This is an optimization exercise on Yosys and OpenROAD, whose aim is a short achievable clock period and few clock cycles, not a production implementation.
Only simulation tests tie the RTL to the original design; equivalence was not proved.
Power and IR drop assume default switching activity.

==> flow/design.v <==
module ks_add #(parameter int W = 32) (
    input  [W-1:0] a,
    input  [W-1:0] b,
    input          cin,
    output [W-1:0] s,
    output         cout
);
    localparam int N = W + 1;
    localparam int L = (N > 32) ? 6 : (N > 16) ? 5 : (N > 8) ? 4 : (N > 4) ? 3 : 2;
    logic [(L+1)*N-1:0] g, p;
    assign g[N-1:0] = {a & b, cin};
    assign p[N-1:0] = {a ^ b, 1'b0};
    genvar l, i;
    generate
        for (l = 0; l < L; l++) begin : lv
            for (i = 0; i < N; i++) begin : bt
                if (i >= (1 << l)) begin : pre
                    assign g[(l+1)*N+i] = g[l*N+i] | (p[l*N+i] & g[l*N+i-(1<<l)]);
                    assign p[(l+1)*N+i] = p[l*N+i] & p[l*N+i-(1<<l)];
                end else begin : pass
                    assign g[(l+1)*N+i] = g[l*N+i];
                    assign p[(l+1)*N+i] = p[l*N+i];
                end
            end
        end
    endgenerate
    assign s    = p[N-1:1] ^ g[L*N+N-2:L*N];
    assign cout = g[L*N+N-1];
endmodule
module cpu(
    input clk,
    input rst,
    input [31:0] i_IM_inst,
    input [31:0] i_DM_DI,
    output logic [31:0] o_IM_addr,
    output logic        o_DM_CS,
    output logic [3:0]  o_DM_WEB,
    output logic [31:0] o_DM_addr,
    output logic [31:0] o_DM_DI
);
    localparam BI = 3;
    localparam NB = 1 << BI;
    logic        stall, redirect, m_redir, kill, e_go;
    logic [31:2] redirect_pc, m_jtgt;
    logic [31:2] pc_f, pc_o;
    assign o_IM_addr = {pc_o, 2'b00};
    logic              btb_v   [NB];
    logic [1:0]        btb_ctr [NB];
    logic              btb_pt  [NB];       
    logic [3:0]        btb_cur [NB];       
    logic [3:0]        btb_trip[NB];       
    logic              btb_conf[NB];       
    logic [31:2+BI]    btb_tag [NB];
    logic [31:2]       btb_tgt [NB];
    logic [NB-1:0] f_sel;
    logic          f_hit, f_pred, f_pt;
    logic [1:0]    f_ctr;
    logic [31:2]   f_tgt, f_inc, f_next;
    always_comb begin
        f_hit = 1'b0;
        f_ctr = 2'b00;
        f_pt  = 1'b0;
        f_tgt = '0;
        for (int i = 0; i < NB; i++) begin
            f_sel[i] = btb_v[i] && pc_f[2+BI-1:2] == i[BI-1:0] && btb_tag[i] == pc_f[31:2+BI];
            f_hit    = f_hit | f_sel[i];
            f_ctr    = f_ctr | ({2{f_sel[i]}} & btb_ctr[i]);
            f_pt     = f_pt | (f_sel[i] && btb_pt[i]);
            f_tgt    = f_tgt | ({30{f_sel[i]}} & btb_tgt[i]);
        end
    end
    assign f_pred = f_pt;
    ks_add #(30) f_add (.a(pc_f), .b(30'd0), .cin(1'b1), .s(f_inc), .cout());
    assign f_next = f_pred ? f_tgt : f_inc;
    logic        i_valid, i_pred, i_hit, i_use_skid;
    logic [1:0]  i_ctr;
    logic [31:2] i_pc, i_ptgt;
    logic [31:0] i_inst, i_skid;
    logic        in_pred, in_hit, is_pred, is_hit;
    logic [1:0]  in_ctr, is_ctr;
    logic [31:2] in_pc, in_ptgt, is_pc, is_ptgt;
    logic        d_valid, d_pred, d_hit;
    logic [1:0]  d_ctr;
    logic [31:2] d_pc, d_ptgt;
    logic [31:0] d_inst;
    logic        e_valid, e_wr, e_is_ld;
    logic [4:0]  e_rd;
    logic        m_wr, m_ld;
    logic [4:0]  m_rd;
    logic        w_wr, x_wr;
    logic [4:0]  w_rd, x_rd;
    logic        d_wr;
    logic [4:0]  d_rd;
    logic [4:0]  i_rs1, i_rs2;
    logic        p_m1, p_w1, p_x1, p_y1, p_m2, p_w2, p_x2, p_y2;
    logic [31:1] i_oh1, i_oh2;
    assign i_rs1 = i_inst[19:15];
    assign i_rs2 = i_inst[24:20];
    assign p_m1 = d_valid && d_wr && d_rd == i_rs1;
    assign p_w1 = !p_m1 && e_valid && e_wr && e_rd == i_rs1;
    assign p_x1 = !p_m1 && !p_w1 && m_wr && m_rd == i_rs1;
    assign p_y1 = !p_m1 && !p_w1 && !p_x1 && w_wr && w_rd == i_rs1;
    assign p_m2 = d_valid && d_wr && d_rd == i_rs2;
    assign p_w2 = !p_m2 && e_valid && e_wr && e_rd == i_rs2;
    assign p_x2 = !p_m2 && !p_w2 && m_wr && m_rd == i_rs2;
    assign p_y2 = !p_m2 && !p_w2 && !p_x2 && w_wr && w_rd == i_rs2;
    always_comb begin
        for (int i = 1; i < 32; i++) begin
            i_oh1[i] = i_rs1 == i[4:0];
            i_oh2[i] = i_rs2 == i[4:0];
        end
    end
    logic        d_sm1, d_sw1, d_sx1, d_sy1, d_sm2, d_sw2, d_sx2, d_sy2;
    logic [31:1] d_oh1, d_oh2;
    always_ff @(posedge clk, posedge rst) begin
        if (rst)           pc_f <= '0;
        else if (m_redir)  pc_f <= m_jtgt;
        else if (redirect) pc_f <= redirect_pc;
        else if (!stall)   pc_f <= f_next;
    end
    always_ff @(posedge clk) begin
        if (rst)           pc_o <= '0;
        else if (m_redir)  pc_o <= m_jtgt;
        else if (redirect) pc_o <= redirect_pc;
        else if (!stall)   pc_o <= f_next;
    end
    always_ff @(posedge clk, posedge rst) begin
        if (rst) begin
            i_valid    <= 1'b0;
            i_use_skid <= 1'b0;
            d_valid    <= 1'b0;
        end else begin
            i_valid    <= !kill && (i_valid || !stall);
            i_use_skid <= stall && !kill;
            d_valid    <= !kill && (stall ? d_valid : i_valid);
        end
    end
    always_ff @(posedge clk) begin
        i_skid  <= i_inst;
        in_pc   <= pc_f;
        in_pred <= f_pred;
        in_ptgt <= f_tgt;
        in_hit  <= f_hit;
        in_ctr  <= f_ctr;
        is_pc   <= i_pc;
        is_pred <= i_pred;
        is_ptgt <= i_ptgt;
        is_hit  <= i_hit;
        is_ctr  <= i_ctr;
        if (!stall) begin
            d_inst <= i_inst;
            d_pc   <= i_pc;
            d_pred <= i_pred;
            d_ptgt <= i_ptgt;
            d_hit  <= i_hit;
            d_ctr  <= i_ctr;
            d_oh1  <= i_oh1;
            d_oh2  <= i_oh2;
            d_sm1  <= p_m1;
            d_sw1  <= p_w1;
            d_sx1  <= p_x1;
            d_sy1  <= p_y1;
            d_sm2  <= p_m2;
            d_sw2  <= p_w2;
            d_sx2  <= p_x2;
            d_sy2  <= p_y2;
        end else begin
            d_sm1  <= 1'b0;
            d_sw1  <= d_sm1;
            d_sx1  <= d_sw1;
            d_sy1  <= d_sx1;
            d_sm2  <= 1'b0;
            d_sw2  <= d_sm2;
            d_sx2  <= d_sw2;
            d_sy2  <= d_sx2;
        end
    end
    assign i_inst = i_use_skid ? i_skid  : i_IM_inst;
    assign i_pc   = i_use_skid ? is_pc   : in_pc;
    assign i_pred = i_use_skid ? is_pred : in_pred;
    assign i_ptgt = i_use_skid ? is_ptgt : in_ptgt;
    assign i_hit  = i_use_skid ? is_hit  : in_hit;
    assign i_ctr  = i_use_skid ? is_ctr  : in_ctr;
    logic [6:0] d_op;
    logic [4:0] d_rs1, d_rs2;
    logic [2:0] d_f3;
    assign d_op  = d_inst[6:0];
    assign d_rd  = d_inst[11:7];
    assign d_f3  = d_inst[14:12];
    assign d_rs1 = d_inst[19:15];
    assign d_rs2 = d_inst[24:20];
    logic d_is_op, d_is_opi, d_is_ld, d_is_st, d_is_br, d_is_jal, d_is_jalr, d_is_lui, d_is_auipc;
    assign d_is_op    = d_op == 7'b0110011;
    assign d_is_opi   = d_op == 7'b0010011;
    assign d_is_ld    = d_op == 7'b0000011;
    assign d_is_st    = d_op == 7'b0100011;
    assign d_is_br    = d_op == 7'b1100011;
    assign d_is_jal   = d_op == 7'b1101111;
    assign d_is_jalr  = d_op == 7'b1100111;
    assign d_is_lui   = d_op == 7'b0110111;
    assign d_is_auipc = d_op == 7'b0010111;
    logic [31:0] d_imm;
    always_comb begin
        if (d_is_st)
            d_imm = {{20{d_inst[31]}}, d_inst[31:25], d_inst[11:7]};
        else if (d_is_br)
            d_imm = {{19{d_inst[31]}}, d_inst[31], d_inst[7], d_inst[30:25], d_inst[11:8], 1'b0};
        else if (d_is_lui || d_is_auipc)
            d_imm = {d_inst[31:12], 12'b0};
        else if (d_is_jal)
            d_imm = {{11{d_inst[31]}}, d_inst[31], d_inst[19:12], d_inst[20], d_inst[30:21], 1'b0};
        else
            d_imm = {{20{d_inst[31]}}, d_inst[31:20]};
    end
    logic d_alu;       
    assign d_alu = d_is_op || d_is_opi;
    logic d_use1, d_use2, d_bimm;
    assign d_wr   = (d_rd != 5'd0) && (d_alu || d_is_ld || d_is_lui || d_is_auipc || d_is_jal || d_is_jalr);
    assign d_use1 = d_alu || d_is_ld || d_is_st || d_is_br || d_is_jalr;
    assign d_use2 = d_is_op || d_is_st || d_is_br;
    assign d_bimm = !(d_is_op || d_is_br);
    logic [31:0] rf [1:31];
    logic [31:1] rf_ok;
    logic [31:0] wb_data, x_res;
    always_ff @(posedge clk) begin
        if (x_wr) rf[x_rd] <= x_res;
    end
    always_ff @(posedge clk, posedge rst) begin
        if (rst)       rf_ok <= '0;
        else if (x_wr) rf_ok[x_rd] <= 1'b1;
    end
    logic [31:0] res, m_res, w_res;
    assign stall = d_valid && ((d_use1 && ((d_sm1 && e_is_ld) || (d_sw1 && m_ld)))
                            || (d_use2 && ((d_sm2 && e_is_ld) || (d_sw2 && m_ld))));
    logic        d_sr1, d_sr2;
    logic [31:0] d_rf1, d_rf2, d_fw1, d_fw2, d_opb;
    always_comb begin
        d_rf1 = 32'd0;
        d_rf2 = 32'd0;
        for (int i = 1; i < 32; i++) begin
            d_rf1 = d_rf1 | ({32{d_oh1[i] && rf_ok[i]}} & rf[i]);
            d_rf2 = d_rf2 | ({32{d_oh2[i] && rf_ok[i]}} & rf[i]);
        end
    end
    assign d_sr1 = !(d_sm1 || d_sw1 || d_sx1 || d_sy1);
    assign d_sr2 = !(d_sm2 || d_sw2 || d_sx2 || d_sy2);
    assign d_fw1 = ({32{d_sm1}} & res) | ({32{d_sw1}} & m_res) | ({32{d_sx1}} & wb_data)
                 | ({32{d_sy1}} & x_res) | ({32{d_sr1}} & d_rf1);
    assign d_fw2 = ({32{d_sm2}} & res) | ({32{d_sw2}} & m_res) | ({32{d_sx2}} & wb_data)
                 | ({32{d_sy2}} & x_res) | ({32{d_sr2}} & d_rf2);
    assign d_opb = ({32{d_sm2 && !d_bimm}} & res) | ({32{d_sw2 && !d_bimm}} & m_res)
                 | ({32{d_sx2 && !d_bimm}} & wb_data) | ({32{d_sy2 && !d_bimm}} & x_res)
                 | ({32{d_sr2 && !d_bimm}} & d_rf2) | ({32{d_bimm}} & d_imm);
    logic [31:2] e_pc;
    logic [31:0] e_imm, e_a, e_b, e_sd;    
    logic [31:0] e_ca, e_cb;               
    logic [2:0]  e_f3;
    logic        e_is_st, e_is_br, e_is_jal, e_is_jalr;
    logic        e_a_pc, e_sub, e_sra, e_pred, e_hit, e_omis;
    logic        e_req, e_rne, e_rlt, e_rge, e_rltu, e_rgeu, e_rjalr;
    logic [31:2] e_ptgt;
    logic [1:0]  e_ctr;
    logic        e_sel_add, e_sel_slt, e_sel_sltu, e_sel_xor, e_sel_or, e_sel_and, e_sel_sll, e_sel_sr, e_sel_imm, e_sel_link;
    logic [31:0] sum, diff;
    logic        dcout;
    ks_add #(32) e_add (.a(e_a), .b(e_b),  .cin(1'b0), .s(sum),  .cout());
    ks_add #(32) e_sbb (.a(e_a), .b(~e_b), .cin(1'b1), .s(diff), .cout(dcout));
    logic slt, sltu;
    assign sltu = !dcout;
    assign slt  = sltu ^ e_a[31] ^ e_b[31];
    logic eq, lt, ltu, bcout;
    ks_add #(32) e_cmp (.a(e_ca), .b(~e_cb), .cin(1'b1), .s(), .cout(bcout));
    assign eq  = e_ca == e_cb;
    assign ltu = !bcout;
    assign lt  = ltu ^ e_ca[31] ^ e_cb[31];
    logic [31:0] sll_r, sr_r;
    assign sll_r = e_a << e_b[4:0];
    assign sr_r  = 32'($signed({e_sra & e_a[31], e_a}) >>> e_b[4:0]);
    logic [31:2] e_pc4, e_tgt;
    ks_add #(30) e_inc (.a(e_pc), .b(30'd0), .cin(1'b1), .s(e_pc4), .cout());
    ks_add #(30) e_tad (.a(e_pc), .b(e_imm[31:2]), .cin(1'b0), .s(e_tgt), .cout());
    assign res = ({32{e_sel_add }} & sum)
               | ({32{e_sub     }} & diff)
               | ({32{e_a_pc    }} & {e_tgt, 2'b00})
               | ({32{e_sel_slt }} & {31'd0, slt})
               | ({32{e_sel_sltu}} & {31'd0, sltu})
               | ({32{e_sel_xor }} & (e_a ^ e_b))
               | ({32{e_sel_or  }} & (e_a | e_b))
               | ({32{e_sel_and }} & (e_a & e_b))
               | ({32{e_sel_sll }} & sll_r)
               | ({32{e_sel_sr  }} & sr_r)
               | ({32{e_sel_imm }} & e_b)
               | ({32{e_sel_link}} & {e_pc4, 2'b00});
    logic cond, taken;
    assign cond  = e_f3[2] ? (e_f3[1] ? ltu : lt) : eq;
    assign taken = e_is_jal || (e_is_br && (cond ^ e_f3[0]));
    logic        m_jchk;
    logic [31:2] m_ptgt;
    assign m_redir = m_jchk && m_jtgt != m_ptgt;
    assign e_go    = e_valid && !m_redir;
    assign kill    = redirect || m_redir;
    assign redirect    = e_go && ((e_req && eq) || (e_rne && !eq) || (e_rlt && lt) || (e_rge && !lt)
                                  || (e_rltu && ltu) || (e_rgeu && !ltu) || (e_rjalr && !e_pred) || e_omis);
    assign redirect_pc = e_is_jalr ? sum[31:2] : e_pred ? e_pc4 : e_tgt;
    always_ff @(posedge clk, posedge rst) begin
        if (rst) m_jchk <= 1'b0;
        else     m_jchk <= e_go && e_is_jalr && e_pred;
    end
    always_ff @(posedge clk) begin
        if (e_is_jalr) begin
            m_jtgt <= sum[31:2];
            m_ptgt <= e_ptgt;
        end
    end
    always_ff @(posedge clk, posedge rst) begin
        if (rst) e_valid <= 1'b0;
        else     e_valid <= d_valid && !stall && !kill;
    end
    always_ff @(posedge clk) begin
        e_pc       <= d_pc;
        e_imm      <= d_imm;
        e_a        <= d_fw1;
        e_b        <= d_opb;
        e_sd       <= d_fw2;
        e_ca       <= d_is_br ? d_fw1 : 32'd0;
        e_cb       <= d_is_br ? d_fw2 : 32'd0;
        e_rd       <= d_rd;
        e_f3       <= d_f3;
        e_wr       <= d_wr;
        e_is_ld    <= d_is_ld;
        e_is_st    <= d_is_st;
        e_is_br    <= d_is_br;
        e_is_jal   <= d_is_jal;
        e_is_jalr  <= d_is_jalr;
        e_a_pc     <= d_is_auipc;
        e_sub      <= d_is_op && d_f3 == 3'b000 && d_inst[30];
        e_sra      <= d_inst[30];
        e_pred     <= d_pred;
        e_ptgt     <= d_ptgt;
        e_omis     <= !d_is_br && !d_is_jalr && (d_is_jal ? !d_pred : d_pred);
        e_rjalr    <= d_is_jalr;
        e_req      <= d_is_br && d_f3[2:1] == 2'b00 && (d_f3[0] == d_pred);
        e_rne      <= d_is_br && d_f3[2:1] == 2'b00 && (d_f3[0] != d_pred);
        e_rlt      <= d_is_br && d_f3[2:1] == 2'b10 && (d_f3[0] == d_pred);
        e_rge      <= d_is_br && d_f3[2:1] == 2'b10 && (d_f3[0] != d_pred);
        e_rltu     <= d_is_br && d_f3[2:1] == 2'b11 && (d_f3[0] == d_pred);
        e_rgeu     <= d_is_br && d_f3[2:1] == 2'b11 && (d_f3[0] != d_pred);
        e_hit      <= d_hit;
        e_ctr      <= d_ctr;
        e_sel_add  <= (d_is_opi && d_f3 == 3'b000) || (d_is_op && d_f3 == 3'b000 && !d_inst[30])
                      || d_is_ld || d_is_st;
        e_sel_slt  <= d_alu && d_f3 == 3'b010;
        e_sel_sltu <= d_alu && d_f3 == 3'b011;
        e_sel_xor  <= d_alu && d_f3 == 3'b100;
        e_sel_or   <= d_alu && d_f3 == 3'b110;
        e_sel_and  <= d_alu && d_f3 == 3'b111;
        e_sel_sll  <= d_alu && d_f3 == 3'b001;
        e_sel_sr   <= d_alu && d_f3 == 3'b101;
        e_sel_imm  <= d_is_lui;
        e_sel_link <= d_is_jal || d_is_jalr;
    end
    logic          u_go, u_hit, u_taken, u_jalr;
    logic [1:0]    u_ctr;
    logic [31:2]   u_pc, u_tgt;
    logic [BI-1:0] u_idx;
    assign u_idx = u_pc[2+BI-1:2];
    always_ff @(posedge clk, posedge rst) begin
        if (rst) u_go <= 1'b0;
        else     u_go <= e_go && (e_is_br || e_is_jal || e_is_jalr);
    end
    always_ff @(posedge clk) begin
        u_hit   <= e_hit;
        u_taken <= taken || e_is_jalr;
        u_jalr  <= e_is_jalr;
        u_ctr   <= e_ctr;
        u_pc    <= e_pc;
        u_tgt   <= e_is_jalr ? sum[31:2] : e_tgt;
    end
    logic [1:0] u_ctr_n;
    logic [3:0] u_cur, u_trip, u_cur_n, u_trip_n;
    logic       u_conf, u_conf_n;
    always_comb begin
        u_cur  = btb_cur[u_idx];
        u_trip = btb_trip[u_idx];
        u_conf = btb_conf[u_idx];
        if (u_taken)
            u_ctr_n = (u_ctr == 2'b11) ? 2'b11 : u_ctr + 2'd1;
        else
            u_ctr_n = (u_ctr == 2'b00) ? 2'b00 : u_ctr - 2'd1;
        if (u_taken) begin
            u_cur_n  = (u_cur == 4'd15) ? 4'd15 : u_cur + 4'd1;
            u_trip_n = u_trip;
            u_conf_n = u_conf;
        end else begin
            u_cur_n  = 4'd0;
            u_trip_n = u_cur;
            u_conf_n = u_cur == u_trip && u_cur != 4'd15;
        end
    end
    always_ff @(posedge clk, posedge rst) begin
        if (rst) begin
            for (int i = 0; i < NB; i++) begin
                btb_v[i]    <= 1'b0;
                btb_ctr[i]  <= 2'b00;
                btb_pt[i]   <= 1'b0;
                btb_cur[i]  <= 4'd0;
                btb_trip[i] <= 4'd0;
                btb_conf[i] <= 1'b0;
            end
        end else if (u_go) begin
            if (u_hit) begin
                btb_ctr[u_idx]  <= u_ctr_n;
                btb_cur[u_idx]  <= u_cur_n;
                btb_trip[u_idx] <= u_trip_n;
                btb_conf[u_idx] <= u_conf_n;
                btb_pt[u_idx]   <= u_ctr_n[1] && !(u_conf_n && u_cur_n == u_trip_n);
            end else if (u_taken) begin
                btb_v[u_idx]    <= 1'b1;
                btb_ctr[u_idx]  <= 2'b10;
                btb_cur[u_idx]  <= 4'd1;
                btb_trip[u_idx] <= 4'd0;
                btb_conf[u_idx] <= 1'b0;
                btb_pt[u_idx]   <= 1'b1;
            end
        end
    end
    always_ff @(posedge clk) begin
        if (u_go && ((!u_hit && u_taken) || u_jalr)) begin
            btb_tag[u_idx] <= u_pc[31:2+BI];
            btb_tgt[u_idx] <= u_tgt;
        end
    end
    logic [2:0]  m_f3;
    logic [3:0]  e_web;
    logic [31:0] e_sdata;
    always_comb begin
        case (e_f3[1:0])
            2'b00:   e_web = ~(4'b0001 << sum[1:0]);
            2'b01:   e_web = sum[1] ? 4'b0011 : 4'b1100;
            default: e_web = 4'b0000;
        endcase
        case (e_f3[1:0])
            2'b00:   e_sdata = {4{e_sd[7:0]}};
            2'b01:   e_sdata = {2{e_sd[15:0]}};
            default: e_sdata = e_sd;
        endcase
    end
    always_ff @(posedge clk, posedge rst) begin
        if (rst) begin
            m_wr    <= 1'b0;
            o_DM_CS <= 1'b0;
        end else begin
            m_wr    <= e_go && e_wr;
            o_DM_CS <= e_go && (e_is_ld || e_is_st);
        end
    end
    always_ff @(posedge clk) begin
        o_DM_WEB  <= (e_go && e_is_st) ? e_web : 4'hf;
        m_ld      <= e_is_ld;
        m_rd      <= e_rd;
        m_res     <= res;
        m_f3      <= e_f3;
        o_DM_DI   <= e_sdata;
        o_DM_addr <= sum;
    end
    logic       m_isb, m_ish, m_isw, m_sx;
    logic [1:0] m_a;
    logic [3:0] w_b0, w_sg;
    logic [1:0] w_b1;
    logic       w_b1sg, w_hw, w_hsg, w_nl;
    assign m_isb = m_f3[1:0] == 2'b00;
    assign m_ish = m_f3[1:0] == 2'b01;
    assign m_isw = !m_isb && !m_ish;
    assign m_sx  = !m_f3[2];
    assign m_a   = m_res[1:0];
    always_ff @(posedge clk) begin
        w_nl    <= !m_ld;
        w_b0[0] <= m_ld && (m_isw || (m_isb && m_a == 2'd0) || (m_ish && !m_a[1]));
        w_b0[1] <= m_ld && m_isb && m_a == 2'd1;
        w_b0[2] <= m_ld && ((m_isb && m_a == 2'd2) || (m_ish && m_a[1]));
        w_b0[3] <= m_ld && m_isb && m_a == 2'd3;
        w_b1[0] <= m_ld && (m_isw || (m_ish && !m_a[1]));
        w_b1[1] <= m_ld && m_ish && m_a[1];
        w_b1sg  <= m_ld && m_isb && m_sx;
        w_hw    <= m_ld && m_isw;
        w_hsg   <= m_ld && !m_isw && m_sx;
        w_sg[0] <= m_isb && m_a == 2'd0;
        w_sg[1] <= (m_isb && m_a == 2'd1) || (m_ish && !m_a[1]);
        w_sg[2] <= m_isb && m_a == 2'd2;
        w_sg[3] <= (m_isb && m_a == 2'd3) || (m_ish && m_a[1]);
    end
    always_ff @(posedge clk, posedge rst) begin
        if (rst) begin
            w_wr <= 1'b0;
            x_wr <= 1'b0;
        end else begin
            w_wr <= m_wr;
            x_wr <= w_wr;
        end
    end
    always_ff @(posedge clk) begin
        w_rd  <= m_rd;
        w_res <= m_res;
        x_rd  <= w_rd;
        x_res <= wb_data;
    end
    logic       sg;
    assign sg = (w_sg[0] & i_DM_DI[7]) | (w_sg[1] & i_DM_DI[15]) | (w_sg[2] & i_DM_DI[23]) | (w_sg[3] & i_DM_DI[31]);
    assign wb_data[7:0]   = ({8{w_b0[0]}} & i_DM_DI[7:0]) | ({8{w_b0[1]}} & i_DM_DI[15:8])
                          | ({8{w_b0[2]}} & i_DM_DI[23:16]) | ({8{w_b0[3]}} & i_DM_DI[31:24])
                          | ({8{w_nl}} & w_res[7:0]);
    assign wb_data[15:8]  = ({8{w_b1[0]}} & i_DM_DI[15:8]) | ({8{w_b1[1]}} & i_DM_DI[31:24])
                          | ({8{w_b1sg && sg}}) | ({8{w_nl}} & w_res[15:8]);
    assign wb_data[31:16] = ({16{w_hw}} & i_DM_DI[31:16]) | ({16{w_hsg && sg}})
                          | ({16{w_nl}} & w_res[31:16]);
endmodule
==> flow/flow/run.sh <==
#!/bin/bash
# The standard layout (standard synthesis, clock and constraints), with
# timing repair asked to leave 7.7 ns of setup slack at the design's period,
# and plain buffers (buf_4) rather than delay cells on the ports.
bash standard.sh SETUP_SLACK_MARGIN=7.7 "BUFFER_PORTS_ARGS=-buffer_cell sky130_fd_sc_hd__buf_4" finish > flow.log 2>&1
==> flow/standard.sh <==
#!/bin/bash
# synth_recipe.tcl (not shown) runs the flow's synth.tcl, then flattens the netlist and writes it again
# the make line also repeats each setting of config.mk as NAME=value (left out here)
make -C /OpenROAD-flow-scripts/flow DESIGN_CONFIG=/design/flow/config.mk WORK_HOME=/design/flow/orfs CLKGATE_MAP_FILE= SYNTH_SCRIPT=/design/flow/synth_recipe.tcl "${@:-finish}"
==> flow/config.mk <==
export PLATFORM = sky130hd
export DESIGN_NAME = cpu
export DESIGN_NICKNAME = cpu
export VERILOG_FILES = /design/flow/design.v
export SDC_FILE = /design/flow/constraint.sdc
export NUM_CORES = 4
export LEC_CHECK = 0
export ABC_CLOCK_PERIOD_IN_PS = 3000
export CAP_MARGIN = 20
export CELL_PAD_IN_SITES_GLOBAL_PLACEMENT = 2
export CORE_MARGIN = 2
export CORE_UTILIZATION = 30
export PLACE_DENSITY = 0.5
export SLEW_MARGIN = 20
==> flow/constraint.sdc <==
create_clock -name core_clock -period 11.0 [get_ports {clk}]
set_input_delay 2.2000 -clock core_clock [delete_from_list [all_inputs] [get_ports {clk}]]
set_output_delay 2.2000 -clock core_clock [all_outputs]
set_load 0.01 [all_outputs]
==> impl_metrics.ini, run 1 <==
[run_status]
status = finished clean

[global_routing]
antenna_found_initial = 62
grt_max_degree = 110
grt_pass1_vias = 82900
grtUsageTotal = 0.308
globalRoute.totalOverflow = 0
grt_first_pass_wirelength_um = 778000

[yosys]
synth-edff-count = 1666
ys_warn_count = 7
synth_seq_area_share = 0.632
synthArstFlopShare = 0.0676
ys_seq_elements = 2589
ys_types = 120
netlist_area_sq_mm = 0.110
ys.flop_type = edfxtp_1
synth_cells = 8450
syn_area_per_cell_sq_um = 13.0

[min_path]
hold_class = flop to flop

[clocking]
cts_root_buf = clkbuf_16
path_clk_slew_ns = 0.06
insertion_delay_ns = 0.97
cts_tree = yes
cts_buffer_depth = 4
cts_sinks = 2589
postCtsHoldBufs = 0
cts_buffers = 309
h-tree-depth = 5

[pwr]
power.total_w = 0.0284
powerDensity_mw_per_mm2 = 205
vdd_drop_max_mv = 0.151
p_leak_nw = 49.4

[layout]
layout_commonest_cell = edfxtp_1
drive_gt1_frac = 0.280
final_cell_mix = edfxtp_1, dfxtp_1, buf_4
reg_top3 = rf x992, btb_tgt x240, btb_tag x216
multi_input_area_sq_mm = 0.0425
top_register = rf
nets = 9286
fillers = 34900
largest_register_ffs = 992
area_growth_pct = 26.4
final-seq-area_sq_mm = 0.0698

[critical_path]
max_stage_delay_ns = 0.55
cpMaxStageDelayCell = mux4_2
cp_data_arrival_time_ns = 4.48
path_common_cell = buf_12
critPathMaxFanout = 7
critical_path_buf_inv_count = 4
crit_type = flop to flop
start_kind = flop
cp_top_family = compound AO/OA/AOI/OAI gates
required_ns = 11.77
end_kind = flop
cp_cell_sequence = buf_12, buf_12, buf_16, mux4_2, mux4_2, nand2b_4, o211ai_1, o311ai_2, a211oi_4, o21ai_4, a21boi_4, buf_12, a21oi_1

[timing]
drv_slew = 0
rsz0062_at_grt = yes
post-route-period-util = 0.338
finClkSkew_ns = 0.124
tightest_slew_ns = 1.32
hold_violations = 0
fmax_ghz = 0.269
max_slew_margin = 0.116
setup_viol = 0
tns_ns = 0
post-route-min-period_ns = 3.71

[flow_run]
cap_violations = 0

[die]
die_x_um = 609
die_h_um = 609
start_util = 0.301
rows = 222
io-pin-count = 167
core_sq_mm = 0.365
dieArea_sq_mm = 0.371

[routing]
drc = 0
first_pass_iters = 10
totalWireLength_um = 591000
wl_per_cell_um = 41.9
drtIter0Drc = 13200
vias = 85800
viasPerCell = 6.07
ant_nets = 0

[placement]
place.gp.congestion = 0.923
portBuffers = 164
post-dp-hpwl_um = 378000
layout make-up:
cell class | instances | area share
multi-input combinational | 5058 | 0.307
sequential | 2589 | 0.503
timing repair buffer | 864 | 0.0644
tap | 4816 | 0.0434
clock buffer | 407 | 0.0620
antenna | 17 | 0.000307
inverter | 218 | 0.00648
clock inverter | 158 | 0.0134
final timing paths:
check	start	end	slack, ns	cells after the start
hold reg to reg	e_ctr[0]	u_ctr[0]	0.33	0
min in group asynchronous	rst	pc_f[14]	1.54	2
max in group asynchronous	rst	btb_trip[6][0]	8.06	3
setup / recovery	e_b[0]	e_b[26]	7.29	13
hold / removal	e_ctr[0]	u_ctr[0]	0.33	0
setup reg to reg	e_b[0]	e_b[26]	7.29	13
power breakdown:
part	switching, W	internal [W]	total (W)
Clock	0.00442	0.00630	0.0107
Combinational	0.00348	0.00206	0.00553
Sequential	0.000961	0.0112	0.0121
cells by family (layout without fill, tap and decap cells):
kind of cell	after synthesis	after routing	synth area share
flip-flops	2589	2589	0.632
buffers and inverters	804	1647	0.0309
multiplexers	316	316	0.0393
other	1	19	0.0000342
AO/OA/AOI/OAI	2320	2320	0.164
AND/OR/NAND/NOR	1815	1815	0.0797
adder cells (fa/ha/maj)	182	182	0.0208
XOR/XNOR	423	423	0.0337
routing by layer:
| metal | GRT usage | up-vias | part of all wire |
|---|---|---|---|
| li1 | - | 34300 | - |
| met1 | 0.419 | 44700 | 0.42 |
| met2 | 0.468 | 5556 | 0.44 |
| met3 | 0.0696 | 1223 | 0.096 |
| met4 | 0.135 | 10 | 0.053 |
| met5 | 0 | - | 0.00011 |
metrics by stage:
| stage | cell area, sq um | std cells | util | worst slack [ns] | hold WS (ns) |
|---|---|---|---|---|---|
| detailed placement | 118000 | 13100 | 0.322 | 5.97 | 0.316 |
| CTS | 136000 | 14000 | 0.374 | 7.27 | 0.330 |
| finish | 139000 | 14100 | 0.380 | 7.29 | 0.327 |
| floorplan | 110000 | 8451 | - | 6.92 | 0.310 |
| global route | 139000 | 14100 | 0.380 | 7.24 | 0.334 |
| global placement | 117000 | 13100 | 0.322 | 5.63 | 0.317 |
repair_timing:
item                                     CTS  global route
resized for setup                       1274           295
endpoints found under the setup margin  1037           484
setup buffers                            263           100
endpoints found under the hold margin      0             0
pin swaps                                227           153
cloned                                    31             4
synthesized netlist by cell type (175+ instances only):
master	instances	area, sq um
ha_1	178	2230
a221oi_1	429	3760
o21ai_0	289	1450
nor2_1	444	1670
xnor2_1	297	2600
a21oi_1	226	1130
clkbuf_1	433	1630
inv_1	207	777
dfxtp_1	748	15000
edfxtp_1	1666	50000
a22oi_1	255	1910
a22o_1	414	3630
nand4_1	213	1330
dfrtp_1	175	4380
nand2_1	528	1980
Testbench counts, summed over its fixed seeds: cycles 323,908.
==> run 2, diff against run 1 <==
--- a/flow/design.v
+++ b/flow/design.v
@@ -112,13 +112,13 @@
     end
     logic        d_sm1, d_sw1, d_sx1, d_sy1, d_sm2, d_sw2, d_sx2, d_sy2;
     logic [31:1] d_oh1, d_oh2;
-    always_ff @(posedge clk, posedge rst) begin
+    always_ff @(posedge clk) begin
         if (rst)           pc_f <= '0;
         else if (m_redir)  pc_f <= m_jtgt;
         else if (redirect) pc_f <= redirect_pc;
         else if (!stall)   pc_f <= f_next;
     end
-    always_ff @(posedge clk) begin
+    always_ff @(posedge clk, posedge rst) begin
         if (rst)           pc_o <= '0;
         else if (m_redir)  pc_o <= m_jtgt;
         else if (redirect) pc_o <= redirect_pc;
--- a/flow/config.mk
+++ b/flow/config.mk
@@ -9,6 +9,6 @@
 export CAP_MARGIN = 20
 export CELL_PAD_IN_SITES_GLOBAL_PLACEMENT = 2
 export CORE_MARGIN = 2
-export CORE_UTILIZATION = 30
-export PLACE_DENSITY = 0.5
+export CORE_UTILIZATION = 25
+export PLACE_DENSITY = 0.45
 export SLEW_MARGIN = 20
==> run 2 against run 1 <==
Against the previous run: still clean on timing, DRC and antenna; first-iteration DRC count is 12% lower; die area is 20% higher; combinational power is 74% lower; setup slack worse by 0.12 ns; critical endpoint is now o_IM_addr[25].
==> impl_metrics.ini, run 2 <==
[run_status]
status = finished clean

[critical_path]
required_ns = 8.80
cp_cell_sequence = buf_6
cp_data_arrival_time_ns = 1.64
max_stage_delay_ns = 0.51
cpMaxStageDelayCell = dfrtp_2
end_kind = output port
start_kind = flop
critPathMaxFanout = 2
critical_path_buf_inv_count = 1
r2r_setup_slack_ns = 7.23
cp_top_family = flip-flops
crit_type = flop to output port

[yosys]
synth_commonest_cells = edfxtp_1, dfxtp_1, nand2_1, a221oi_1, clkbuf_1
synth_cells = 8430
synth_mux_area_frac = 0.0370
synth-edff-count = 1666
synthAdderAreaFrac = 0.0208
synth_seq_area_share = 0.633
ys_seq_elements = 2589
synth_area_leaders = edfxtp_1, dfxtp_1, dfrtp_1
synthXorXnorAreaFrac = 0.0345
netlist_area_sq_mm = 0.110
yosysTopAreaCellShare = 0.457
synthArstFlopShare = 0.0676
syn_area_per_cell_sq_um = 13.0
synth_compound_area_frac = 0.165
ys_types = 105
yosysMostFrequentCell = edfxtp_1
synthSimpleGateAreaFrac = 0.0788
synth_top_family_by_area = compound AO/OA/AOI/OAI gates
ys.flop_type = edfxtp_1
ys_warn_count = 7
synth_top_cell_by_area = edfxtp_1

[global_routing]
grt_pass1_vias = 83300
grt_max_degree = 136
antenna_found_initial = 56
globalRoute.totalOverflow = 0
grt_first_pass_wirelength_um = 819000
grtUsageTotal = 0.273

[clocking]
insertion_delay_ns = 0.98
cts_root_buf = clkbuf_16
postCtsHoldBufs = 0
cts_tree = yes
cts_buffer_depth = 4
h-tree-depth = 5
cts_buffers = 308
path_clk_slew_ns = 0.06
cts_sinks = 2589

[die]
die_h_um = 666
dieArea_sq_mm = 0.444
io-pin-count = 167
start_util = 0.251
die_x_um = 666
core_sq_mm = 0.437
rows = 243

[layout]
final_cell_mix = edfxtp_1, buf_4, dfxtp_1
layout.cells.non_filler = 15200
drive_gt1_frac = 0.300
top_register = rf
largest_register_ffs = 992
reg_top3 = rf x992, btb_tgt x240, btb_tag x216
area_growth_pct = 29.2
nets = 9373
layout_commonest_cell = edfxtp_1

[placement]
dp_cells = 14100
portBuffers = 164
place.gp.congestion = 0.883
preCtsSetupSlack_ns = 5.56
post-dp-hpwl_um = 409000

[routing]
wl_per_cell_um = 41.4
drtIter0Drc = 11600
drc = 0
vias = 85600
totalWireLength_um = 627000
ant_nets = 0
viasPerCell = 5.65
first_pass_iters = 9

[pwr]
powerDensity_mw_per_mm2 = 160
vdd_drop_max_mv = 0.112
p_leak_nw = 51.0

[timing]
timing.final.ws_setup_ns = 7.16
tightest_slew_ns = 1.27
tns_ns = 0
drv_slew = 0
fmax_ghz = 0.261
post-route-period-util = 0.349
rsz0062_at_grt = yes
hold_violations = 0
hold-worst-slack_ns = 0.326
post-route-min-period_ns = 3.84
finClkSkew_ns = 0.0825
max_slew_margin = 0.148
setup_viol = 0

[min_path]
hold_class = flop to flop

[flow_run]
cap_violations = 0
run 2: worst paths after layout:
| check | depth (start not counted) | endpoint | start |
|---|---|---|---|
| max | 1 | o_IM_addr[25] | pc_o[25] |
| min | 0 | u_ctr[0] | e_ctr[0] |
| max reg2reg | 15 | e_b[14] | e_b[0] |
| min reg2reg | 0 | u_ctr[0] | e_ctr[0] |
| max in group asynchronous | 3 | rf_ok[1] | rst |
| min in group asynchronous | 2 | i_use_skid | rst |
run 2: timing repair:
item	4_1_cts	5_1_grt
resized for setup	1345	388
setup endpoints to repair	1189	459
setup buffers	311	131
cloned	28	2
pin swaps	254	217
run 2: power by group:
part | total [W] | switching, W | leakage (nW) | internal, W
clock network | 0.0106 | 0.00441 | 5.02 | 0.00614
registers | 0.0106 | 0.000190 | 25.1 | 0.0104
logic | 0.00144 | 0.000893 | 21.0 | 0.000548
run 2: cell type report:
class / count / area [sq um]
repair inverters: 1 / 8.76
flip-flops and latches: 2589 / 69800
clock buffers: 425 / 8650
multi-input cells: 5027 / 43100
diodes: 10 / 25.0
clock inverters: 141 / 1570
well taps: 5757 / 7200
inverters: 218 / 943
fillers: 43200 / 296000
repair buffers: 982 / 10200
run 2: per-layer routing:
metal | GRT usage | share of wire | vias up
met5 | 0 | 0.00015 | -
met4 | 0.126 | 0.056 | 12
met3 | 0.0445 | 0.073 | 1156
met2 | 0.427 | 0.45 | 4538
met1 | 0.369 | 0.43 | 45400
li1 | - | - | 34500
run 2: kinds of logic (layout without fill, tap and decap cells):
group | after synthesis | after routing
flops | 2589 | 2589
fa+ha+maj | 181 | 181
xor+xnor | 432 | 432
buf+inv | 816 | 1767
mux | 294 | 294
other cells | 1 | 12
simple gates | 1784 | 1785
compound gates | 2333 | 2333
run 2: through the flow:
| step | area [sq um] | power (W) | utilization |
|---|---|---|---|
| 5_1_grt | 142000 | 0.0232 | 0.324 |
| 3_5_place_dp | 119000 | 0.0119 | 0.272 |
| 6_report | 142000 | 0.0226 | 0.324 |
| 4_1_cts | 139000 | 0.0227 | 0.317 |
| 3_3_place_gp | 119000 | 0.0119 | 0.272 |
| 2_1_floorplan | 110000 | 0.0112 | - |
Testbench counts of run 2, summed over its fixed seeds: cycles 323,908.
==> run 3, diff against run 2 <==
--- a/flow/config.mk
+++ b/flow/config.mk
@@ -9,6 +9,6 @@
 export CAP_MARGIN = 20
 export CELL_PAD_IN_SITES_GLOBAL_PLACEMENT = 2
 export CORE_MARGIN = 2
-export CORE_UTILIZATION = 25
-export PLACE_DENSITY = 0.45
+export CORE_UTILIZATION = 33
+export PLACE_DENSITY = 0.52
 export SLEW_MARGIN = 20
==> run 3 against run 2 <==
Against the previous run: still clean; synthesized area unchanged; combinational power barely moved; final area is 1.2% lower; critical endpoint is now o_IM_addr[26]; fmax increased by 1.4%; sequential power hardly changed; non-clock buffer count rose by 67; power decreased by 1.8%; largest power group unchanged; setup slack improved by 0.055 ns.
==> impl_metrics.ini, run 3 <==
[critical_path]
cp_cell_sequence = buf_6
worst-r2r-cell-count = 15
r2r_end = e_cb[18]
cp_top_family = flip-flops
critical_path_buf_inv_count = 1
end_kind = output port
required_ns = 8.80
crit_type = flop to output port
r2r_setup_slack_ns = 7.28
critPathMaxFanout = 2
start_kind = flop
max_stage_delay_ns = 0.48
cp_data_arrival_time_ns = 1.58
cpMaxStageDelayCell = dfrtp_2
crit_path_start = pc_o[26]
r2r-start = e_b[0]

[die]
dieArea_sq_mm = 0.337
die_h_um = 580
start_util = 0.332
die_x_um = 580
core_sq_mm = 0.331
rows = 211
io-pin-count = 167

[pwr]
power.switching_w = 0.00533
p_leak_nw = 50.9
power.internal_w = 0.0169
switching_share = 0.240
vdd_drop_max_mv = 0.113
powerDensity_mw_per_mm2 = 159
p_comb_frac = 0.064
p_seq_frac = 0.479
clkPwrFrac = 0.457

[routing]
first_pass_iters = 10
vias = 87200
totalWireLength_um = 595000
drc = 0
wl_per_cell_um = 43.0
ant_nets = 0
viasPerCell = 6.31
drtIter0Drc = 13000

[yosys]
synth_commonest_cells = edfxtp_1, dfxtp_1, nand2_1, a221oi_1, clkbuf_1
synth_top_family_by_area = compound AO/OA/AOI/OAI gates
synthXorXnorAreaFrac = 0.0345
synthAdderAreaFrac = 0.0208
yosysMostFrequentCell = edfxtp_1
synth_seq_area_share = 0.633
ys_warn_count = 7
netlist_area_sq_mm = 0.110
synth-edff-count = 1666
yosysTopAreaCellShare = 0.457
synthArstFlopShare = 0.0676
synth_cells = 8430
synth_compound_area_frac = 0.165
synth_area_leaders = edfxtp_1, dfxtp_1, dfrtp_1
ys.flop_type = edfxtp_1
syn_area_per_cell_sq_um = 13.0
synthSimpleGateAreaFrac = 0.0788
synth_mux_area_frac = 0.0370
ys_seq_elements = 2589
ys_types = 105
synth_top_cell_by_area = edfxtp_1

[clocking]
cts_buffers = 305
postCtsHoldBufs = 0
cts_root_buf = clkbuf_16
path_clk_slew_ns = 0.06
cts_buffer_depth = 4
cts_tree = yes
h-tree-depth = 5
cts_sinks = 2589
insertion_delay_ns = 0.97

[global_routing]
grt_pass1_vias = 83100
globalRoute.totalOverflow = 0
grt_max_degree = 80
antenna_found_initial = 56
grtUsageTotal = 0.341
grt_first_pass_wirelength_um = 779000

[layout]
layout_commonest_cell = edfxtp_1
final_cell_mix = edfxtp_1, buf_4, dfxtp_1
layout.cells.non_filler = 13800
largest_register_ffs = 992
drive_gt1_frac = 0.299
reg_top3 = rf x992, btb_tgt x240, btb_tag x216
fillers = 30600
top_register = rf
final_util = 0.423
area_growth_pct = 27.6
nets = 9442

[timing]
fmax_ghz = 0.264
tightest_slew_ns = 1.24
timing.final.ws_setup_ns = 7.22
finClkSkew_ns = 0.0861
post-route-min-period_ns = 3.78
rsz0062_at_grt = yes
tns_ns = 0
drv_slew = 0
max_slew_margin = 0.175
hold_violations = 0
post-route-period-util = 0.344
setup_viol = 0

[placement]
dp_cells = 12700
preCtsSetupSlack_ns = 5.73
place.gp.congestion = 0.932
post-dp-hpwl_um = 373000
portBuffers = 164

[min_path]
hp-start = d_pc[18]
min_to = e_pc[18]
hold_class = flop to flop
hold_depth = 0

[flow_run]
cap_violations = 0

[run_status]
status = finished clean
## run 3: power groups by stage
stage          combinational (W)  sequential (W)  clock [W]
3_5_place_dp            0.000977          0.0108          0
6_report                 0.00143          0.0106     0.0102
2_1_floorplan           0.000511          0.0107          0
3_3_place_gp            0.000976          0.0108          0
5_1_grt                  0.00147          0.0106     0.0106
4_1_cts                  0.00130          0.0106     0.0103
## run 3: timing repair
action / CTS / global route
gates cloned: 29 / 5
pin swaps: 278 / 282
buffers inserted: 409 / 159
endpoints found under the setup margin: 1335 / 512
resized for setup: 1328 / 428
## run 3: metrics by stage
stage	power, W	area (sq um)	hold slack (ns)
2_1_floorplan	0.0112	110000	0.310
3_3_place_gp	0.0118	117000	0.324
3_5_place_dp	0.0118	117000	0.320
4_1_cts	0.0222	136000	0.306
5_1_grt	0.0227	140000	0.324
6_report	0.0222	140000	0.310
## run 3: cell type report
type	instances	area, sq um	share of cell area
diodes	25	62.6	0.000447
clock buffers	432	8630	0.0618
clock inverters	117	1100	0.00789
inverters	218	978	0.00700
multi-input cells	5030	43100	0.308
flip-flops and latches	2589	69800	0.499
well taps	4366	5460	0.0391
repair buffers	1049	10700	0.0762
repair inverters	3	33.8	0.000242
## run 3: kinds of logic after synthesis
group | Yosys count
adder cells (fa/ha/maj) | 181
AND/OR/NAND/NOR | 1784
buffers and inverters | 816
multiplexers | 294
XOR/XNOR | 432
other | 1
AO/OA/AOI/OAI | 2333
flip-flops | 2589
## run 3: per-layer routing
layer  vias to the layer above  track usage  wire, um
li1                      34600            -         -
met1                     45600        0.458    245000
met2                      5732        0.516    260000
met3                      1301       0.0841     57200
met4                        18        0.157     32800
met5                         -            0       116
## run 3: worst max path at each step
stage                    end  cells past startpoint  slack, ns
5_1_grt        o_IM_addr[26]                      1       7.21
4_1_cts        o_IM_addr[26]                      1       7.17
3_5_place_dp         e_b[12]                     13       5.73
2_1_floorplan  btb_tag[2][0]                      5       6.89
3_3_place_gp         e_b[12]                     13       5.71
6_report       o_IM_addr[26]                      1       7.22
==> run 4, diff against run 3 <==
==> flow/flow/run.sh (replaced) <==
#!/bin/bash
# The standard layout (standard synthesis, clock and constraints), with
# timing repair asked to leave 7.85 ns of setup slack at the design's period,
# and plain buffers (buf_4) rather than delay cells on the ports.
bash standard.sh SETUP_SLACK_MARGIN=7.85 "BUFFER_PORTS_ARGS=-buffer_cell sky130_fd_sc_hd__buf_4" finish > flow.log 2>&1
--- a/flow/config.mk
+++ b/flow/config.mk
@@ -9,6 +9,6 @@
 export CAP_MARGIN = 20
 export CELL_PAD_IN_SITES_GLOBAL_PLACEMENT = 2
 export CORE_MARGIN = 2
-export CORE_UTILIZATION = 33
-export PLACE_DENSITY = 0.52
+export CORE_UTILIZATION = 30
+export PLACE_DENSITY = 0.5
 export SLEW_MARGIN = 20
==> run 4 against run 3 <==
Against the previous run: clock skew increased by 0.016 ns; critical path depth did not move; synthesized area unchanged; largest cell class unchanged; still clean on timing, DRC and antenna; fmax is 0.31% lower; register-to-register slack better by 0.09 ns; global-route usage decreased by 2.6 points; sequential power is essentially flat; sequential share of layout area fell by 0.60 points; power is essentially flat; final area is 1.1% higher; hold slack improved by 0.015 ns.
==> impl_metrics.ini, run 4 <==
[clocking]
cts_buffer_depth = 4
cts_sinks = 2589
cts_buffers = 307
postCtsHoldBufs = 0
cts_tree = yes
h-tree-depth = 5
path_clk_slew_ns = 0.06
insertion_delay_ns = 0.98
cts_root_buf = clkbuf_16

[routing]
drtIter0Drc = 13200
totalWireLength_um = 603000
drc = 0
viasPerCell = 6.06
vias = 86700
ant_nets = 0
wl_per_cell_um = 42.1
first_pass_iters = 10

[yosys]
synth_commonest_cells = edfxtp_1, dfxtp_1, nand2_1, a221oi_1, clkbuf_1
synth_area_leaders = edfxtp_1, dfxtp_1, dfrtp_1
yosysMostFrequentCell = edfxtp_1
synth_cells = 8430
synth_top_cell_by_area = edfxtp_1
synth-edff-count = 1666
ys_warn_count = 7
ys_seq_elements = 2589
synthArstFlopShare = 0.0676
syn_area_per_cell_sq_um = 13.0
ys.flop_type = edfxtp_1
synth_seq_area_share = 0.633
ys_types = 105
yosysTopAreaCellShare = 0.457
netlist_area_sq_mm = 0.110

[die]
dieArea_sq_mm = 0.370
die_x_um = 608
io-pin-count = 167
core_sq_mm = 0.363
rows = 221
start_util = 0.302
die_h_um = 608

[timing]
finClkSkew_ns = 0.102
max_slew_margin = 0.124
drv_slew = 0
tns_ns = 0
setup_viol = 0
hold_violations = 0
post-route-period-util = 0.345
fmax_ghz = 0.264
tightest_slew_ns = 1.31
rsz0062_at_grt = yes
post-route-min-period_ns = 3.79

[pwr]
p_leak_nw = 51.5
vdd_drop_max_mv = 0.113
powerDensity_mw_per_mm2 = 157

[global_routing]
grt_max_degree = 129
grt_pass1_vias = 83500
globalRoute.totalOverflow = 0
grtUsageTotal = 0.314
antenna_found_initial = 51
grt_first_pass_wirelength_um = 792000

[placement]
portBuffers = 164
post-dp-hpwl_um = 380000
place.gp.congestion = 0.937

[layout]
nets = 9463
top_register = rf
final_cell_mix = edfxtp_1, buf_4, dfxtp_1
drive_gt1_frac = 0.307
layout_commonest_cell = edfxtp_1
largest_register_ffs = 992
final_util = 0.389
area_growth_pct = 29.0
reg_top3 = rf x992, btb_tgt x240, btb_tag x216

[critical_path]
start_kind = flop
critPathMaxFanout = 2
cp_cell_sequence = buf_6
cpMaxStageDelayCell = dfrtp_2
max_stage_delay_ns = 0.51
crit_type = flop to output port
cp_data_arrival_time_ns = 1.59
critical_path_buf_inv_count = 1
end_kind = output port
cp_top_family = flip-flops
required_ns = 8.80

[flow_run]
cap_violations = 0

[run_status]
status = finished clean

[min_path]
hold_class = flop to flop
## run 4: cell counts after synthesis
No cell type changed its count.
## run 4: cell type report
| class | instances | area, sq um |
|---|---|---|
| Fill cell | 34300 | 222000 |
| Sequential cell | 2589 | 69700 |
| Multi-Input combinational cell | 5032 | 43500 |
| Timing Repair Buffer | 1066 | 11200 |
| Clock buffer | 430 | 8580 |
| Tap cell | 4794 | 6000 |
| Clock inverter | 127 | 1210 |
| Inverter | 218 | 963 |
| Antenna cell | 44 | 110 |
| Timing Repair inverter | 3 | 33.8 |
## run 4: logic make-up after synthesis
family / Yosys count / synth area share
adders and majority gates: 181 / 0.0208
and+or+nand+nor: 1784 / 0.0788
other: 1 / 0.0000342
buffers and inverters: 816 / 0.0302
muxes: 294 / 0.0370
xor gates and xnor gates: 432 / 0.0345
AOI/OAI and AO/OA: 2333 / 0.165
DFF: 2589 / 0.633
## run 4: final timing paths
path,start,endpoint,slack (ns),cells after the start
setup reg to reg,e_b[0],pc_f[20],7.37,16
hold reg to reg,e_ctr[1],u_ctr[1],0.32,0
hold / removal,e_ctr[1],u_ctr[1],0.32,0
setup / recovery,pc_o[9],o_IM_addr[9],7.21,1
max in group asynchronous,rst,btb_cur[5][1],8.09,3
min in group asynchronous,rst,pc_o[18],1.63,2
## run 4: stage by stage
| step | power, W | hold WS (ns) | instance area (sq um) | setup slack (ns) | instances |
|---|---|---|---|---|---|
| CTS | 0.0222 | 0.320 | 138000 | 7.14 | 14100 |
| floorplan | 0.0112 | 0.310 | 110000 | 7.05 | 8431 |
| global placement | 0.0118 | 0.315 | 118000 | 4.83 | 13100 |
| finish | 0.0222 | 0.324 | 141000 | 7.21 | 14300 |
| detailed placement | 0.0118 | 0.312 | 118000 | 5.62 | 13100 |
| global route | 0.0228 | 0.326 | 141000 | 7.18 | 14300 |
## run 4: metal layers
layer | global-route usage | vias up | wire (um)
met2 | 0.487 | 5404 | 267000
met3 | 0.0712 | 1257 | 57100
met1 | 0.421 | 45400 | 247000
met5 | 0.00245 | - | 308
li1 | - | 34700 | -
met4 | 0.136 | 28 | 31500
## run 4: where the power goes
group          leakage [nW]  internal (W)  switching [W]
Combinational          21.7      0.000586       0.000897
Sequential             25.1        0.0104       0.000178
Clock                  4.77       0.00574        0.00439
Total                  51.5        0.0168        0.00546
## run 4: timing repair
action	CTS	global route
setup buffers	378	159
setup endpoints to repair	1302	551
pin swaps	290	278
resized for setup	1412	426
cloned	41	2
==> run 5, diff against run 4 <==
--- a/flow/design.v
+++ b/flow/design.v
@@ -46,30 +46,24 @@
     assign o_IM_addr = {pc_o, 2'b00};
     logic              btb_v   [NB];
     logic [1:0]        btb_ctr [NB];
-    logic              btb_pt  [NB];       
-    logic [3:0]        btb_cur [NB];       
-    logic [3:0]        btb_trip[NB];       
-    logic              btb_conf[NB];       
     logic [31:2+BI]    btb_tag [NB];
     logic [31:2]       btb_tgt [NB];
     logic [NB-1:0] f_sel;
-    logic          f_hit, f_pred, f_pt;
+    logic          f_hit, f_pred;
     logic [1:0]    f_ctr;
     logic [31:2]   f_tgt, f_inc, f_next;
     always_comb begin
         f_hit = 1'b0;
         f_ctr = 2'b00;
-        f_pt  = 1'b0;
         f_tgt = '0;
         for (int i = 0; i < NB; i++) begin
             f_sel[i] = btb_v[i] && pc_f[2+BI-1:2] == i[BI-1:0] && btb_tag[i] == pc_f[31:2+BI];
             f_hit    = f_hit | f_sel[i];
             f_ctr    = f_ctr | ({2{f_sel[i]}} & btb_ctr[i]);
-            f_pt     = f_pt | (f_sel[i] && btb_pt[i]);
             f_tgt    = f_tgt | ({30{f_sel[i]}} & btb_tgt[i]);
         end
     end
-    assign f_pred = f_pt;
+    assign f_pred = f_hit && f_ctr[1];
     ks_add #(30) f_add (.a(pc_f), .b(30'd0), .cin(1'b1), .s(f_inc), .cout());
     assign f_next = f_pred ? f_tgt : f_inc;
     logic        i_valid, i_pred, i_hit, i_use_skid;
@@ -307,10 +301,8 @@
         else     m_jchk <= e_go && e_is_jalr && e_pred;
     end
     always_ff @(posedge clk) begin
-        if (e_is_jalr) begin
-            m_jtgt <= sum[31:2];
-            m_ptgt <= e_ptgt;
-        end
+        m_jtgt <= sum[31:2];
+        m_ptgt <= e_ptgt;
     end
     always_ff @(posedge clk, posedge rst) begin
         if (rst) e_valid <= 1'b0;
@@ -376,51 +368,19 @@
         u_pc    <= e_pc;
         u_tgt   <= e_is_jalr ? sum[31:2] : e_tgt;
     end
-    logic [1:0] u_ctr_n;
-    logic [3:0] u_cur, u_trip, u_cur_n, u_trip_n;
-    logic       u_conf, u_conf_n;
-    always_comb begin
-        u_cur  = btb_cur[u_idx];
-        u_trip = btb_trip[u_idx];
-        u_conf = btb_conf[u_idx];
-        if (u_taken)
-            u_ctr_n = (u_ctr == 2'b11) ? 2'b11 : u_ctr + 2'd1;
-        else
-            u_ctr_n = (u_ctr == 2'b00) ? 2'b00 : u_ctr - 2'd1;
-        if (u_taken) begin
-            u_cur_n  = (u_cur == 4'd15) ? 4'd15 : u_cur + 4'd1;
-            u_trip_n = u_trip;
-            u_conf_n = u_conf;
-        end else begin
-            u_cur_n  = 4'd0;
-            u_trip_n = u_cur;
-            u_conf_n = u_cur == u_trip && u_cur != 4'd15;
-        end
-    end
     always_ff @(posedge clk, posedge rst) begin
         if (rst) begin
             for (int i = 0; i < NB; i++) begin
-                btb_v[i]    <= 1'b0;
-                btb_ctr[i]  <= 2'b00;
-                btb_pt[i]   <= 1'b0;
-                btb_cur[i]  <= 4'd0;
-                btb_trip[i] <= 4'd0;
-                btb_conf[i] <= 1'b0;
+                btb_v[i]   <= 1'b0;
+                btb_ctr[i] <= 2'b00;
             end
         end else if (u_go) begin
             if (u_hit) begin
-                btb_ctr[u_idx]  <= u_ctr_n;
-                btb_cur[u_idx]  <= u_cur_n;
-                btb_trip[u_idx] <= u_trip_n;
-                btb_conf[u_idx] <= u_conf_n;
-                btb_pt[u_idx]   <= u_ctr_n[1] && !(u_conf_n && u_cur_n == u_trip_n);
+                if (u_taken && u_ctr != 2'b11)       btb_ctr[u_idx] <= u_ctr + 2'd1;
+                else if (!u_taken && u_ctr != 2'b00) btb_ctr[u_idx] <= u_ctr - 2'd1;
             end else if (u_taken) begin
-                btb_v[u_idx]    <= 1'b1;
-                btb_ctr[u_idx]  <= 2'b10;
-                btb_cur[u_idx]  <= 4'd1;
-                btb_trip[u_idx] <= 4'd0;
-                btb_conf[u_idx] <= 1'b0;
-                btb_pt[u_idx]   <= 1'b1;
+                btb_v[u_idx]   <= 1'b1;
+                btb_ctr[u_idx] <= 2'b10;
             end
         end
     end
==> flow/flow/run.sh (replaced) <==
#!/bin/bash
# The standard layout (standard synthesis, clock and constraints), with
# timing repair asked to leave 7.7 ns of setup slack at the design's period,
# and plain buffers (buf_4) rather than delay cells on the ports.
bash standard.sh SETUP_SLACK_MARGIN=7.7 "BUFFER_PORTS_ARGS=-buffer_cell sky130_fd_sc_hd__buf_4" finish > flow.log 2>&1
==> run 5 against run 4 <==
Against the previous run: still clean on timing, DRC and antenna; final area is 6.2% lower; wire length is 3.0% lower; sequential share of layout area is 0.88 points higher; cell count is 5.5% lower; combinational power is 9% lower; sequential power is 4% lower; via count is 5.0% lower; synthesized area is 4.5% lower; hold slack worse by 0.0083 ns; clock-buffer cell count is 52 lower; register-to-register slack worse by 0.17 ns; die area is 4.4% lower.
==> impl_metrics.ini, run 5 <==
[run_status]
status = finished clean

[critical_path]
crit_type = flop to flop
required_ns = 11.77
end_kind = flop
critPathMaxFanout = 4
cp_data_arrival_time_ns = 4.57
start_kind = flop

[layout]
top_register = rf
layout_commonest_cell = edfxtp_1
nets = 8930
largest_register_ffs = 992
drive_gt1_frac = 0.288
area_growth_pct = 26.7
layout.cells.non_filler = 13500
final_cell_mix = edfxtp_1, dfxtp_1, buf_4
reg_top3 = rf x992, btb_tgt x240, btb_tag x216
fillers = 33100

[routing]
first_pass_iters = 9
vias = 82300
wl_per_cell_um = 43.2
ant_nets = 0
drc = 0
viasPerCell = 6.09
drtIter0Drc = 11800
totalWireLength_um = 584000

[clocking]
postCtsHoldBufs = 0
cts_tree = yes
cts_buffers = 292
insertion_delay_ns = 0.93
path_clk_slew_ns = 0.06
cts_buffer_depth = 4
cts_root_buf = clkbuf_16
cts_sinks = 2479
h-tree-depth = 5

[die]
die_h_um = 595
start_util = 0.302
core_sq_mm = 0.347
io-pin-count = 167
dieArea_sq_mm = 0.354
die_x_um = 595
rows = 216

[yosys]
ys_warn_count = 3
synthSimpleGateAreaFrac = 0.0790
synth_seq_area_share = 0.632
synth_area_leaders = edfxtp_1, dfxtp_1, a221oi_1
synth_compound_area_frac = 0.165
synthXorXnorAreaFrac = 0.0356
synthAdderAreaFrac = 0.0215
yosysTopAreaCellShare = 0.461
synthArstFlopShare = 0.0383
syn_area_per_cell_sq_um = 13.0
yosysMostFrequentCell = edfxtp_1
synth_top_cell_by_area = edfxtp_1
synth_top_family_by_area = compound AO/OA/AOI/OAI gates
synth_mux_area_frac = 0.0375
ys.flop_type = edfxtp_1
netlist_area_sq_mm = 0.105
synth_cells = 8025
ys_seq_elements = 2479
synth-edff-count = 1606
ys_types = 102
synth_commonest_cells = edfxtp_1, dfxtp_1, a221oi_1, a22o_1, clkbuf_1

[timing]
fmax_ghz = 0.263
tns_ns = 0
finClkSkew_ns = 0.0760
post-route-period-util = 0.346
rsz0062_at_grt = yes
hold_violations = 0
setup_viol = 0
tightest_slew_ns = 1.20
post-route-min-period_ns = 3.80
max_slew_margin = 0.200
drv_slew = 0

[flow_run]
cap_violations = 0

[placement]
post-dp-hpwl_um = 371000
dp_cells = 12500
portBuffers = 164
place.gp.congestion = 0.905

[global_routing]
grt_use_met2 = 0.517
globalRoute.totalOverflow = 0
met1_usage = 0.404
gr-max-usage-layer = met2
grtUsageTotal = 0.319
grt_first_pass_wirelength_um = 764000
antenna_found_initial = 46
grt_pass1_vias = 79800
grtUsageMet3 = 0.0575
grt_max_degree = 67

[min_path]
hold_class = flop to flop

[pwr]
vdd_drop_max_mv = 0.113
p_leak_nw = 48.2
powerDensity_mw_per_mm2 = 162
run 5: changes by cell type in the layout (fill, tap and decap cells not counted), sizes merged, moves of 15 or more:
cell / previous run / this run
a21oi: 230 / 191
bufinv: 11 / 26
nand2: 522 / 425
clkbuf: 431 / 383
o21ai: 314 / 224
diode: 44 / 20
dfxtp: 748 / 778
nand4: 223 / 239
edfxtp: 1666 / 1606
o21a: 44 / 25
buf: 1050 / 897
dfrtp: 175 / 95
run 5: report_power, final:
| group | internal, W | leakage, nW | switching, W |
|---|---|---|---|
| sequential | 0.00999 | 23.9 | 0.000203 |
| combinational | 0.000515 | 19.6 | 0.000820 |
| clock | 0.00580 | 4.69 | 0.00416 |
run 5: final timing paths:
path	start	to	slack, ns	cells after the start
worst max-delay path	e_b[0]	e_b[30]	7.20	16
worst min-delay path	d_pc[26]	e_pc[26]	0.32	0
worst max register to register	e_b[0]	e_b[30]	7.20	16
worst min register to register	d_pc[26]	e_pc[26]	0.32	0
max in group asynchronous	rst	rf_ok[1]	8.06	3
min in group asynchronous	rst	pc_o[9]	1.76	2
run 5: repair_timing:
action,in CTS,in global routing
pin swaps,270,169
gates cloned,31,6
resized for setup,1156,328
buffers inserted,317,124
setup endpoints to repair,1119,439
run 5: layer usage:
layer	up-vias	wire [um]
li1	33000	-
met1	43100	231000
met2	4911	272000
met3	1379	45400
met4	14	36000
met5	-	100
run 5: cell families after synthesis:
family	Yosys count
multiplexers	287
XOR/XNOR	425
buffers and inverters	771
AND/OR/NAND/NOR	1691
adder cells (fa/ha/maj)	179
AO/OA/AOI/OAI	2192
flip-flops	2479
other	1
run 5: stage by stage:
step	hold WS, ns	util	power (W)	instance area [sq um]	worst slack, ns
finish	0.316	0.382	0.0215	133000	7.20
global route	0.316	0.382	0.0220	133000	7.13
CTS	0.303	0.375	0.0215	130000	7.16
global placement	0.311	0.324	0.0114	112000	5.02
floorplan	0.310	-	0.0108	105000	7.05
detailed placement	0.312	0.324	0.0114	112000	5.56
run 5: area by class of cell:
cell class	count	area [sq um]	share of cell area
well taps	4578	5730	0.0432
clock inverters	156	1540	0.0116
flip-flops and latches	2479	66600	0.502
clock buffers	378	8060	0.0608
repair buffers	911	8940	0.0674
repair inverters	10	151	0.00114
multi-input cells	4784	40700	0.307
inverters	207	898	0.00678
diodes	20	50.0	0.000378
run 5: worst max-delay path, stage by stage (launching register included):
cell	delay, ns
dfxtp_4	0.40
buf_16	0.16
ha_4	0.16
fa_2	0.35
a211oi_2	0.22
o21bai_2	0.12
o211ai_1	0.17
buf_4	0.18
a21oi_4	0.06
a311o_2	0.43
buf_6	0.15
a211oi_4	0.30
xnor2_4	0.18
a211oi_4	0.24
buf_6	0.18
o21ai_4	0.09
mux2_2	0.29
Testbench counts of run 5, summed over its fixed seeds: cycles 327,403.

re-timing with driven ports:
The results above use ideal ports. As a check the final layouts listed here were re-extracted and re-timed, cells and wires unchanged.
Step 1, drivers: a clkbuf_16 drives clk and a buf_2 each remaining input, both assumed.
Step 2 adds t to the input delays and takes it off the output delays; t is the mean of the earliest and latest rising clock arrival at the registers after step 1. Input paths then give back, and output paths get back, about the clock's delay inside the block.
Three values: ideal ports, drivers, drivers and shift; two values: the first two.
run	t (ns)	setup WS [ns]	slew at the worst register clock pin (ns)
run 1	1.018	7.287 / 7.218 / 6.540	0.08 / 0.08
run 2	1.070	7.164 / 7.045 / 6.454	0.07 / 0.07
run 3	1.049	7.218 / 7.094 / 6.508	0.07 / 0.07
run 4	1.047	7.207 / 7.090 / 6.578	0.07 / 0.07
run 5	0.994	7.195 / 7.150 / 6.561	0.07 / 0.07
After both steps setup and hold are still met in every run listed. The setup slack of run 1, which loses most, moves by -0.069 ns with the drivers and by -0.747 ns with both steps.
